This design comes from an exercise in tuning for small area on the open sky130 flow, not from production work. Only simulation tests tie the RTL to the original design; equivalence was not proved. No activity file was given, so power comes from the tool's default toggle rates.

### flow/run.sh
#!/bin/bash
export CTS_ARGS="-sink_clustering_enable -repair_clock_nets -dont_use_dummy_load -buf_list sky130_fd_sc_hd__clkbuf_8 -sink_buffer_max_cap_derate 2.0"
export BUFFER_PORTS_ARGS="-buffer_cell sky130_fd_sc_hd__buf_1"
bash standard.sh > standard.log 2>&1
### standard.sh
#!/bin/bash
# synth_recipe.tcl (not shown) runs the flow's synth.tcl, then flattens the netlist and writes it again
# the make line also repeats each setting of config.mk as NAME=value (left out here)
make -C /OpenROAD-flow-scripts/flow DESIGN_CONFIG=/design/flow/config.mk WORK_HOME=/design/flow/orfs CLKGATE_MAP_FILE= SYNTH_SCRIPT=/design/flow/synth_recipe.tcl "${@:-finish}"
### config.mk
export PLATFORM = sky130hd
export DESIGN_NAME = CC
export DESIGN_NICKNAME = CC
export VERILOG_FILES = /design/flow/design.v
export SDC_FILE = /design/flow/constraint.sdc
export NUM_CORES = 4
export LEC_CHECK = 0
export CAP_MARGIN = 20
export CORE_MARGIN = 2
export CORE_UTILIZATION = 40
export CTS_BUF_LIST = sky130_fd_sc_hd__clkbuf_8
export PLACE_DENSITY = 0.6
export SLEW_MARGIN = 20
### constraint.sdc
create_clock -name core_clock -period 50.0 [get_ports {clk}]
set_input_delay 10.0000 -clock core_clock [delete_from_list [all_inputs] [get_ports {clk}]]
set_output_delay 10.0000 -clock core_clock [all_outputs]
set_load 0.01 [all_outputs]
### design.v
module CC(
           clk,
           rst_n,
           in_valid,
           mode,
           xi,
           yi,
           out_valid,
           xo,
           yo
       );
input               clk, rst_n, in_valid;
input       [1:0]   mode;
input       [7:0]   xi, yi;
output              out_valid;
output      [7:0]   xo, yo;
localparam S_IDLE = 3'd0;
localparam S_CAP  = 3'd1;
localparam S_DIV  = 3'd2;
localparam S_RUN  = 3'd3;
localparam S_MUL  = 3'd4;
localparam S_OUT  = 3'd5;
reg [2:0] st;
reg [1:0] op;
reg [4:0] cnt;
reg [1:0] md;
reg       valid;
reg       gneg;
reg       first;
reg       ph;
reg [7:0] X, Y, YU;
reg [7:0] AX, AR, AE, BX, BR;
reg [8:0] BE;           
reg [12:0] AQ, BQ, DY;
wire [15:0] ACC = {YU, Y};
assign out_valid = valid;
assign xo = X;
assign yo = Y & {8{valid}};
function [16:0] rca;
    input [15:0] a, b;
    input        cin;
    integer k;
    reg c;
    begin
        c = cin;
        for (k = 0; k < 16; k = k + 1) begin
            rca[k] = a[k] ^ b[k] ^ c;
            c = (a[k] & b[k]) | (c & (a[k] ^ b[k]));
        end
        rca[16] = c;
    end
endfunction
wire [16:0] xinc = rca({8'd0, X}, 16'd0, 1'b1);
wire [16:0] cinc = rca({11'd0, cnt}, 16'd0, 1'b1);
wire [16:0] oinc = rca({14'd0, op}, 16'd0, 1'b1);
wire m0 = md == 2'd0;
wire m1 = md == 2'd1;
wire cap = (st == S_IDLE && in_valid) || st == S_CAP;
wire [1:0] pidx = (st == S_IDLE) ? 2'd0 : cnt[1:0];
wire p0 = cap && pidx == 2'd0;
wire p1 = cap && pidx == 2'd1;
wire p2 = cap && pidx == 2'd2;
wire p3 = cap && pidx == 2'd3;
wire lastm = p3 && !m1;
wire [7:0] xprev = ({8{lastm}} & BX) | ({8{~lastm}} & AX);
wire [7:0] yprev = ({8{lastm}} & BE[7:0]) | ({8{~lastm}} & YU);
wire [8:0] xsub;
wire ycin = ~(pidx == 2'd2 && m0);
wire [8:0] ysub;
wire [12:0] xsub13 = {{4{xsub[8]}}, xsub};
wire [12:0] ysub13 = {{4{ysub[8]}}, ysub};
wire div    = st == S_DIV;
wire render = st == S_RUN;
wire dinit  = div && cnt[4:1] == 4'd0;            
wire dlast  = div && cnt[4:1] == 4'd8;            
wire [7:0] initv = DY[7:0] & {8{AQ[8]}};          
wire [8:0] etA = ({9{cap}} & {yprev[7], yprev}) | ({9{~cap}} & {1'b0, AE});
wire [8:0] etB = ({9{cap}} & {~yi[7], ~yi}) | ({9{~cap}} & {1'b0, AR});
wire [16:0] et_w = rca({{7{etA[8]}}, etA}, {{7{etB[8]}}, etB}, (div & AQ[7]) | (cap & ycin));
wire [8:0] et = et_w[8:0];
assign ysub = et;
wire [16:0] eu_w = rca({7'd0, et}, {8'hff, ~DY[7:0]}, 1'b0);   
wire [9:0] eu = eu_w[9:0];
wire       ec = ~eu[9];
wire [7:0] rem_new = ({8{ec}} & eu[7:0]) | ({8{~ec}} & et[7:0]);
wire qsh = div && !dinit;
wire [8:0] fQ = ({9{qsh}} & {AQ[8], AQ[6:0], ec}) | ({9{~qsh}} & AQ[8:0]);
wire r_new = !render && !dinit;
wire e_new = !dinit && !dlast;
wire [7:0] fR = ({8{render}} & AR) | ({8{dinit}} & initv) | ({8{r_new}} & rem_new);
wire [7:0] fE = ({8{dinit}} & initv) | ({8{e_new}} & rem_new);
wire [7:0] fXb = ({8{render}} & AQ[7:0]) | ({8{cap}} & ~xi);
wire [16:0] fX_w = rca({{8{xprev[7]}}, xprev}, {{8{fXb[7]}}, fXb}, (render & ec) | cap);
wire [7:0] fX = fX_w[7:0];
assign xsub = fX_w[8:0];
wire row_end  = ~first && X == AX;
wire last_row = Y == YU;
wire swap = div || (render && (first || row_end));
wire div_end = div && cnt == 5'd17;
wire mul  = st == S_MUL;
wire o0 = op == 2'd0, o1 = op == 2'd1, o2 = op == 2'd2, o3 = op == 2'd3;
wire smallop = m1 && !o3;
wire mstep = ~(smallop && cnt > 5'd6);
wire sh    = mul && (ph || !mstep);               
wire last  = sh && cnt == 5'd12;
wire sstep = cnt == (smallop ? 5'd6 : 5'd12) && !(m1 && o3 && !ph);
wire oab = o0 || o1;
wire [2:0] bi = cnt[2:0];
wire sA_AR = m1 && o0, sA_DY = !m1 || o1, sA_AX = m1 && o2, sA_BX = m1 && o3;
wire sB_AE = m1 && o0, sB_AQ = !m1 || o1, sB_BE = m1 && o2, sB_DY = m1 && o3;
wire bitA = (sA_AR & AR[bi]) | (sA_DY & DY[0]) | (sA_AX & AX[bi]) | (sA_BX & BX[0]);
wire bitB = (sB_AE & AE[bi]) | (sB_AQ & AQ[0]) | (sB_BE & BE[bi]) | (sB_DY & DY[0]);
wire mbit = mul & mstep & (ph ? bitB : bitA);
wire g0 = mbit & ~ph, g1 = mbit & ph;
wire pAR = g0 & m1 & oab, pAX = g0 & m1 & o2, pBQ = g0 & (!m1 || o3);
wire pAE = g1 & m1 & oab, pBE = g1 & (!m1 || o2), pAQ = g1 & m1 & o3;
wire [15:0] PM = ({16{pAR}} & {{8{AR[7]}}, AR}) | ({16{pAX}} & {{8{AX[7]}}, AX})
               | ({16{pBQ}} & {{3{BQ[12] & !m1}}, BQ}) | ({16{pAE}} & {{8{AE[7]}}, AE})
               | ({16{pBE}} & {{7{BE[8]}}, BE}) | ({16{pAQ}} & {{3{AQ[12]}}, AQ});
wire neg  = (ph ? (m1 ? op[0] : gneg) : (m1 ? 1'b0 : ~gneg)) ^ sstep;
wire mneg = mbit & neg;
wire [15:0] pp = PM ^ {16{mneg}};
wire [15:0] accin = ACC & {16{cnt != 5'd0 || ph || !mul}};
wire [16:0] asum_w = rca(accin, pp, mneg | render);
wire [15:0] asum = asum_w[15:0];
wire drop = asum[0];
wire [15:0] acc_nx = ({16{sh}} & {asum[15], asum[15:1]}) | ({16{~sh}} & asum);
wire d_zero = (ACC == 16'd0) && ({BR[4:0], BX} == 13'd0);
wire x_res = st == S_OUT && !m1;
wire x_bx  = div_end || (render && row_end && !last_row);
wire x_inc = render && !row_end;
always @(posedge clk or negedge rst_n) begin
    if (!rst_n)
        X <= 8'd0;
    else
        X <= ({8{x_res}} & {ACC[3:0], DY[12:9]}) | ({8{x_bx}} & BX) | ({8{x_inc}} & xinc[7:0]);
end
always @(posedge clk or negedge rst_n) begin
    if (!rst_n) begin
        st    <= S_IDLE;
        valid <= 1'b0;
    end else begin
        case (st)
            S_IDLE: begin
                valid <= 1'b0;
                if (in_valid) st <= S_CAP;
            end
            S_CAP:
                if (pidx == 2'd3) st <= m0 ? S_DIV : S_MUL;
            S_DIV:
                if (div_end) begin
                    st    <= S_RUN;
                    valid <= 1'b1;
                end
            S_RUN:
                if (row_end && last_row) begin
                    st    <= S_IDLE;
                    valid <= 1'b0;
                end
            S_MUL:
                if (last && (m1 ? o3 : o1)) st <= S_OUT;
            S_OUT: begin
                st    <= S_IDLE;
                valid <= 1'b1;
            end
            default: st <= S_IDLE;
        endcase
    end
end
wire idle    = st == S_IDLE;
wire cnt_clr = p3 || last;
wire cnt_inc = !idle && !cnt_clr && (!mul || sh);
wire cnt_hld = !idle && !cnt_clr && !cnt_inc;
wire op_inc  = !cap && last;
wire fst_set = div_end;
wire fst_upd = !div_end && render;
wire gn_set  = last && o0;
wire gn_clr  = !gn_set && cap;
wire yu_ld   = p0 || (p2 && m1);
wire out     = st == S_OUT;
wire y_inc   = render && row_end;
wire ax_xi   = p0 || p2;
wire ax_sub  = p3 && m1;
wire ax_sw   = swap;
wire aq_sh   = sh && (m1 ? o1 : 1'b1);
wire bx_ld   = p1 || p3;
wire ch_sh   = sh && m1 && (o0 || o3);
wire bq_sh   = sh && m1 && o2;
wire dy_sh   = sh && (m1 ? (o1 || o3) : 1'b1);
always @(posedge clk) begin
    cnt   <= ({5{idle}} & (5'd1)) | ({5{cnt_inc}} & (cinc[4:0])) | ({5{cnt_hld}} & (cnt));
    ph    <= mul && mstep && !ph;
    op    <= ({2{op_inc}} & (oinc[1:0])) | ({2{!cap && !last}} & (op));
    first <= fst_set | (fst_upd & row_end) | (!fst_set && !fst_upd && first);
    gneg  <= (gn_set & asum[15]) | (!gn_set && !gn_clr && gneg);
    md    <= ({2{p0}} & (mode)) | ({2{!p0}} & (md));
    YU    <= ({8{yu_ld}} & (yi)) | ({8{mul}} & (acc_nx[15:8])) | ({8{!yu_ld && !mul}} & (YU));
    Y     <= ({8{p2}} & (yi)) | ({8{y_inc}} & (asum[7:0])) | ({8{mul}} & (acc_nx[7:0]))
           | ({8{out & m1}} & ({6'd0, d_zero, ~ACC[15] & ~d_zero})) | ({8{out & ~m1}} & (DY[8:1]))
           | ({8{!p2 && !y_inc && !out && !mul}} & (Y));
    AX <= ({8{ax_xi}} & (xi)) | ({8{ax_sub}} & (xsub[7:0])) | ({8{ax_sw}} & (BX))
        | ({8{!ax_xi && !ax_sub && !ax_sw}} & (AX));
    AR <= ({8{p1}} & (xsub[7:0])) | ({8{swap}} & (BR)) | ({8{!p1 && !swap}} & (AR));
    AE <= ({8{p1}} & (ysub[7:0])) | ({8{swap}} & (BE[7:0])) | ({8{!p1 && !swap}} & (AE));
    AQ <= ({13{p2}} & (xsub13)) | ({13{swap}} & ({AQ[12:9], BQ[8:0]}))
        | ({13{aq_sh}} & ({m1 ? drop : AQ[0], AQ[12:1]}))
        | ({13{!p2 && !swap && !aq_sh}} & (AQ));
    BX <= ({8{bx_ld}} & (xi)) | ({8{swap}} & (fX)) | ({8{ch_sh}} & ({BR[0], BX[7:1]}))
        | ({8{!bx_ld && !swap && !ch_sh}} & (BX));
    BQ <= ({13{p3}} & (xsub13)) | ({13{swap}} & ({BQ[12:9], fQ}))
        | ({13{bq_sh}} & ({drop, BQ[12:1]})) | ({13{!p3 && !swap && !bq_sh}} & (BQ));
    BR <= ({8{swap}} & (fR)) | ({8{ch_sh}} & ({BR[7:5], drop, BR[4:1]}))
        | ({8{!swap && !ch_sh}} & (BR));
    BE <= ({9{p1}} & ({BE[8], yi})) | ({9{p3}} & (ysub)) | ({9{swap}} & ({BE[8], fE}))
        | ({9{!p1 && !p3 && !swap}} & (BE));
    DY <= ({13{p2}} & (ysub13)) | ({13{dy_sh}} & ({(m1 || o1) ? drop : DY[0], DY[12:1]}))
        | ({13{!p2 && !dy_sh}} & (DY));
end
endmodule
==> results.cfg, run 1 <==
[floorplan]
die_h_um = 151
initial_core_util = 0.410
num_rows = 53
die_x_um = 151
pin_count = 38

[synthesis]
yosysTopAreaCellShare = 0.264
synth.area.top_cells = dfxtp_1, fa_1, nand2_1, a221o_1, a222oi_1
yosysUniqueCellTypes = 72
netlist_area_sq_mm = 0.00864
synth_seq_cells = 128
syn-num-nets = 1061
synth_edf_count = 2
async_flop_share = 0.0938
synthCells = 986
yosys.area.top_type = dfxtp_1
synthFlopType = dfxtp_1
ys_warn_count = 1
syn_avg_cell_area_sq_um = 8.77
ys_seq_area_frac = 0.306

[placement]
post-dp-hpwl_mm = 24.3
place_congestion = 0.940
place_inst = 1260
port_buffers = 37
dpl-instance-area_sq_mm = 0.00909

[outcome]
lastStage = clock tree synthesis (4_1_cts)
status = stopped before the end
toolErrorMsg = [ERROR CTS-0109] sink_buffer_max_cap_derate needs to be between 0 and 1.0.
[cells by family after synthesis]
family,share of synthesized area
AND/OR/NAND/NOR,0.165
buffers and inverters,0.0470
AO/OA/AOI/OAI,0.269
flip-flops,0.306
multiplexers,0.0643
XOR/XNOR,0.0371
adder cells (fa/ha/maj),0.111
[cell usage after synthesis (10+ instances only)]
| master | n |
|---|---|
| ha_1 | 16 |
| a222oi_1 | 37 |
| mux2i_1 | 26 |
| nor4_1 | 11 |
| a21oi_1 | 34 |
| a221o_1 | 47 |
| a221oi_1 | 17 |
| nor3_1 | 15 |
| nor2b_1 | 12 |
| nand3_1 | 12 |
| and2_1 | 23 |
| nand2_1 | 144 |
| xor2_1 | 26 |
| mux2_2 | 12 |
| dfxtp_1 | 114 |
| clkbuf_1 | 42 |
| a31oi_1 | 10 |
| nor2_1 | 65 |
| fa_1 | 38 |
| o21ai_0 | 60 |
| dfrtp_1 | 12 |
| a22oi_1 | 42 |
| buf_2 | 10 |
| inv_1 | 39 |
[power by group through the flow]
stage / combinational, mW / sequential, mW / clock (mW)
2_1_floorplan: 0.383 / 0.191 / 0
3_3_place_gp: 0.508 / 0.234 / 0
3_5_place_dp: 0.515 / 0.234 / 0
[worst min-delay path by stage]
stage / cells past startpoint / slack [ns] / endpoint / startpoint
floorplan: 2 / 0.43 / BE[8] / BE[8]
detailed placement: 2 / 0.45 / BE[8] / BE[8]
global placement: 2 / 0.44 / BE[8] / BE[8]
[per-stage QoR]
step	hold WS, ns	setup WS [ns]	total power [mW]
2_1_floorplan	0.426	30.82	0.574
3_3_place_gp	0.436	30.92	0.742
3_5_place_dp	0.449	30.81	0.749
==> run 2: changes to the inputs <==
==> run.sh (new file) <==
#!/bin/bash
# synth_recipe.tcl (not shown) runs the flow's synth.tcl, then flattens the netlist and writes it again
# the make line also repeats each setting of config.mk as NAME=value (left out here)
make -C /OpenROAD-flow-scripts/flow DESIGN_CONFIG=/design/flow/config.mk WORK_HOME=/design/flow/orfs CLKGATE_MAP_FILE= SYNTH_SCRIPT=/design/flow/synth_recipe.tcl finish
removed: flow/run.sh
removed: standard.sh
==> results.cfg, run 2 <==
[cts]
clkLatencyLatePin_ns = 0.48
htree_levels = 4
cts_setup_buffers = 0
cts.hold.buffers_added = 0
cts_buffers = 17
cts_tree = yes
clk_pin_slew_ns = 0.08
cts.sinks = 128
cts_resized = 0
cts_root_buffer = clkbuf_8
clock_path_buffers = 2

[route]
routed_via_density = 6.63
drc = 0
drt_iter0_markers = 1151
final_antenna_net_count = 0
totalWireLength_mm = 33.4
dr.pass1.iters = 8
route.vias.total = 8549
avgRoutedWirePerCell_um = 25.9

[synthesis]
async_flop_share = 0.0938
synth.most_common_cell = nand2_1
syn-num-nets = 1061
synth_edf_count = 2
ys_top_cells_by_count = nand2_1, dfxtp_1, nor2_1
ys_seq_area_frac = 0.306
ys_warn_count = 1
netlist_area_sq_mm = 0.00864
synth_seq_cells = 128
synthFlopType = dfxtp_1
synth.area.top_cells = dfxtp_1, fa_1, nand2_1, a221o_1, a222oi_1
syn_avg_cell_area_sq_um = 8.77
yosys.area.top_type = dfxtp_1
synthCells = 986
yosysUniqueCellTypes = 72
yosysTopAreaCellShare = 0.264

[power_and_ir_drop]
ir_worst_vdd_mv = 0.0313
leakage_nw = 3.90
p_total_mw = 0.861
p_per_area_mw_per_mm2 = 88.6

[global_route]
grt_overflow = 0
grt_pass1_wl_mm = 50.3
grt_pass1_vias = 8017
antenna_found_initial = 0
grt_max_degree = 53
track_usage = 0.300

[timing]
max_freq_mhz = 52.3
post-route-period-util = 0.382
worst_pin_slew_ns = 1.04
finClkSkew_ns = 0.0134
post-route-min-period_ns = 19.12
rsz0062_at_grt = no
maxSlewViolCount = 0
setup-violations-final = 0
relSlewSlack = 0.305
final_hold_viol_count = 0
whs_ns = 0.466
fin_tns_setup_ns = 0

[floorplan]
die_h_um = 151
core_sq_mm = 0.0211
initial_core_util = 0.410
dieArea_sq_mm = 0.0228
pin_count = 38
die_x_um = 151
num_rows = 53

[placement]
place_inst = 1257
port_buffers = 37
place_congestion = 0.957
post-dp-hpwl_mm = 24.2

[hold_path]
hold_path_class = flip-flop to flip-flop

[worst_setup_path]
cp.arrival_ns = 19.54
worst-setup-path-type = input port to flip-flop
cp-start-kind = input port
slowest_stage = fa_1
crit_required_ns = 50.42
cpMostUsedCell = fa_1
worst-path-max-fanout = 48
slowest_delay_ns = 0.50
endpoint_kind = flip-flop

[finish]
top_regs = AQ: 13 flops, BQ: 13 flops, DY: 13 flops
area_growth_pct = 12.4
final_cell_mix = nand2_1, dfxtp_1, nor2_1, o21ai_0, a221o_1
drive_gt1_frac = 0.0809
layout.cells.non_filler = 1289
diodes = 0
final_common_cell = nand2_1
final_nets = 1076

[run]
maxCapViolCount = 0

[outcome]
status = timing/DRC/antenna clean
run 2: path summary, 6_finish.rpt:
check	from	endpoint	slack [ns]	depth (start not counted)
max in group asynchronous	rst_n	valid	39.70	1
max reg2reg	st[0]	AQ[7]	38.98	30
min reg2reg	BE[8]	BE[8]	0.47	2
min	BE[8]	BE[8]	0.47	2
min in group asynchronous	rst_n	X[2]	9.90	1
max	in_valid	AQ[7]	30.88	29
run 2: metal layers:
layer	GRT usage	part of all wire	up-vias
met5	0	0	-
met4	0.145	0.042	0
met3	0.0822	0.12	96
met2	0.445	0.44	585
met1	0.403	0.40	4126
li1	-	-	3742
run 2: stage by stage:
stage | area, sq um | setup WS [ns] | utilization
after floorplan | 8640 | 30.82 | -
after global placement | 9300 | 30.56 | 0.441
after detailed placement | 9300 | 30.44 | 0.441
after CTS | 9720 | 30.93 | 0.461
after global routing | 9720 | 30.42 | 0.461
final | 9720 | 30.88 | 0.461
run 2: kinds of logic after synthesis:
kind of cell,Yosys count,synth area share
xor gates and xnor gates,35,0.0371
muxes,46,0.0643
adders and majority gates,54,0.111
buffers and inverters,102,0.0470
AOI/OAI and AO/OA,306,0.269
and+or+nand+nor,315,0.165
DFF,128,0.306
run 2: cell type report:
class	instances	area [sq um]
Tap cell	275	344
Clock inverter	12	144
Timing Repair Buffer	57	520
Clock buffer	20	275
Fill cell	2076	11400
Multi-Input combinational cell	756	5640
Inverter	41	154
Sequential cell	128	2640
run 2: critical path, delay by kind of cell:
family / cells / cell delay [ns]
and+or+nand+nor: 1 / 0.08
buffers and inverters: 4 / 1.11
muxes: 1 / 0.17
AOI/OAI and AO/OA: 6 / 0.93
adders and majority gates: 17 / 7.23
run 2: power breakdown:
group	total [mW]	switching [mW]	internal [mW]
clock	0.0985	0.0458	0.0527
sequential	0.239	0.0886	0.150
combinational	0.524	0.306	0.218

re-timing with driven ports:
In the flow no input, the clock included, has a driving cell. The finished layout below was timed again as built, in two steps.
Step 1: set_driving_cell puts a clkbuf_16 on clk and a buf_2 on each other input, an assumption about the parent block.
Step 2 also shifts input and output timing later by t, the mid clock arrival at the registers, as if the neighbouring blocks saw the same clock.
Three values: no drivers, after step 1, after step 2; two values: the first two.
run: run 2
t (ns): 0.513
setup WS [ns]: 30.882 / 30.904 / 30.391
worst register clock-pin slew, ns: 0.08 / 0.08
After both steps setup and hold are still met in run 2. For run 2, drivers alone change the setup slack by +0.022 ns; drivers and shift together by -0.491 ns.
